What follows belongs to an exercise in optimizing a design on an open flow for small area and a short achievable clock period; a production flow would make more cautious choices. The RTL was checked by simulation tests, not by an equivalence proof against the original design. Power is estimated from default activity; no workload was simulated.

run A:
## ysyx_25030077_top
module ysyx_25030077_top(
  input         clock,
  input         reset,
  output [31:0] imem_addr,
  input  [31:0] imem_rdata,
  output [31:0] dmem_addr,
  output        dmem_ren,
  input  [31:0] dmem_rdata,
  output        dmem_wen,
  output [3:0]  dmem_wmask,
  output [31:0] dmem_wdata,
  output [4:0]  wb_rd,
  output [31:0] wb_data,
  output        ebreak,
  output        illegal
);
Size: ~5,100 cells after synthesis, about 1,200 flip-flops, about 210 I/O pins.
==> flow/config.mk <==
export PLATFORM = sky130hd
export DESIGN_NAME = ysyx_25030077_top
export DESIGN_NICKNAME = ysyx_25030077_top
export VERILOG_FILES = /design/flow/design.v
export SDC_FILE = /design/flow/constraint.sdc
export NUM_CORES = 4
export LEC_CHECK = 0
export CAP_MARGIN = 20
export CORE_MARGIN = 2
export CORE_UTILIZATION = 50
export CTS_CLUSTER_DIAMETER = 70
export CTS_CLUSTER_SIZE = 24
export PLACE_DENSITY = 0.57
export SETUP_SLACK_MARGIN = 5
export SLEW_MARGIN = 20
==> flow/constraint.sdc <==
create_clock -name core_clock -period 17.0 [get_ports {clock}]
set_input_delay 3.4000 -clock core_clock [delete_from_list [all_inputs] [get_ports {clock}]]
set_output_delay 3.4000 -clock core_clock [all_outputs]
set_load 0.01 [all_outputs]
standard.sh (not shown) runs the stock make flow with config.mk's settings and CLKGATE_MAP_FILE= SYNTH_SCRIPT=/design/flow/synth_recipe.tcl, a recipe that flattens the netlist after the stock synthesis.
==> flow/flow/run.sh <==
#!/bin/bash
# The standard ORFS layout (standard.sh), with the port buffers that
# buffer_ports inserts made plain sky130_fd_sc_hd__buf_1 cells; timing repair
# resizes the ones on critical paths as usual. make's full output goes to
# standard_make.log here; ORFS keeps each step's log under orfs/logs/.
set -euo pipefail
bash standard.sh "BUFFER_PORTS_ARGS=-buffer_cell sky130_fd_sc_hd__buf_1" finish > standard_make.log 2>&1
Input changes introduced in run B (baseline for comparison: run A):
Settings: CORE_UTILIZATION changed from 50 to 42; PLACE_DENSITY changed from 0.57 to 0.52; CTS_CLUSTER_DIAMETER changed from 70 to 80.
Compared with run A, run B shows wire length higher by 18,000 µm. ~same worst hold margin in run A and run B. Compared with run A, run B shows a lower met1 routing resource usage after global routing. Against run A, routed length on met3 in run B fell by a little under 10%. Run B — die outline area 19% higher, run A as reference. Comparing run A and run B, number of buffers outside the clock class in the layout is higher on run B. As far as post-synthesis async set-or-reset flop share goes, run B and run A are indistinguishable; the numbers are identical. Worst supply voltage drop on vdd ends up lower on run B. Register-to-register slack for run B: 0.16 ns down relative to run A. Per the comparison of run B with run A, synthesized area was more or less identical; final standard cell count with taps included and fillers excluded went up by 364.
The following lists how run C was set up differently from run B:
Settings: swapping 80 for 90 in CTS_CLUSTER_DIAMETER.
Proportion of total power due to net switching was higher in the run labelled run B.
When the final numbers for run B and run C were put side by side, the logic depth of the worst setup path including buffers turned out to be smaller in run B.
According to the power report, total power for run C is lower than for run B.
Run C vs run B: number of DRC violations after detailed-routing iteration 0 down by a few percent
Total buffers and inverters traversed by the critical path ends up higher on run C.
Of the two candidates, run B has the worse wire length of the first global-routing pass and run C the better one.
Between run B and run C, the non-clock buffer count is lower for run C.
Reported for run B and run C, synthesized-area fraction occupied by xor and xnor cells turned out identical to the last digit.
Run B -> run C: clock latency on the worst-skew pair flat
The standard cells in run C occupy less silicon area than those in run B do.
Compared run C vs run B, and final wirelength is down in run C.
What run D does differently from run C at the input level:
Settings: CTS_CLUSTER_DIAMETER: 90 -> 70.
Results
- Run D: full flow OK, the timing, design-rule and antenna checks passed
- For run C, the launch point of the worst path was imem_rdata[24], unlike run D, where it was imem_rdata[21].
- For the area overhead of the layout relative to synthesis, run D came in 3.5 points higher than run C did.
- Higher part of the total power dissipated in combinational logic goes to run C over run D.
- Run D has final worst-path setup slack below what run C had.
- Compared with run C, run D shows a lower critical path depth.
- Of run D and run C, it is run D that has the higher non-filler instance count after layout.

re-timing with driven ports:
The flow's constraints put no driver on any port. The routed layouts listed below were extracted and timed again, unchanged, in two steps.
Step 1 assumes that a clkbuf_16 drives the clock port and a buf_2 every other input.
Step 2, shift: input delay + t, output delay - t, t = (earliest + latest rising clock arrival at the registers) / 2. This alone moves slack from input paths to output paths.
a / b / c = ideal / step 1 / step 2; a / b = the first two.
| run | t (ns) | setup slack, ns | pins driven straight from the clock port |
|---|---|---|---|
| run A | 0.792 | 4.641 / 4.537 / 4.537 | 1 |
| run B | 0.802 | 4.556 / 4.504 / 4.504 | 1 |
| run C | 0.808 | 4.558 / 4.514 / 4.514 | 1 |
| run D | 0.806 | 4.444 / 4.371 / 4.371 | 1 |
After both steps every run listed still meets setup and hold. The setup slack of run A, which loses most, moves by -0.104 ns with the drivers and by -0.104 ns with both steps.
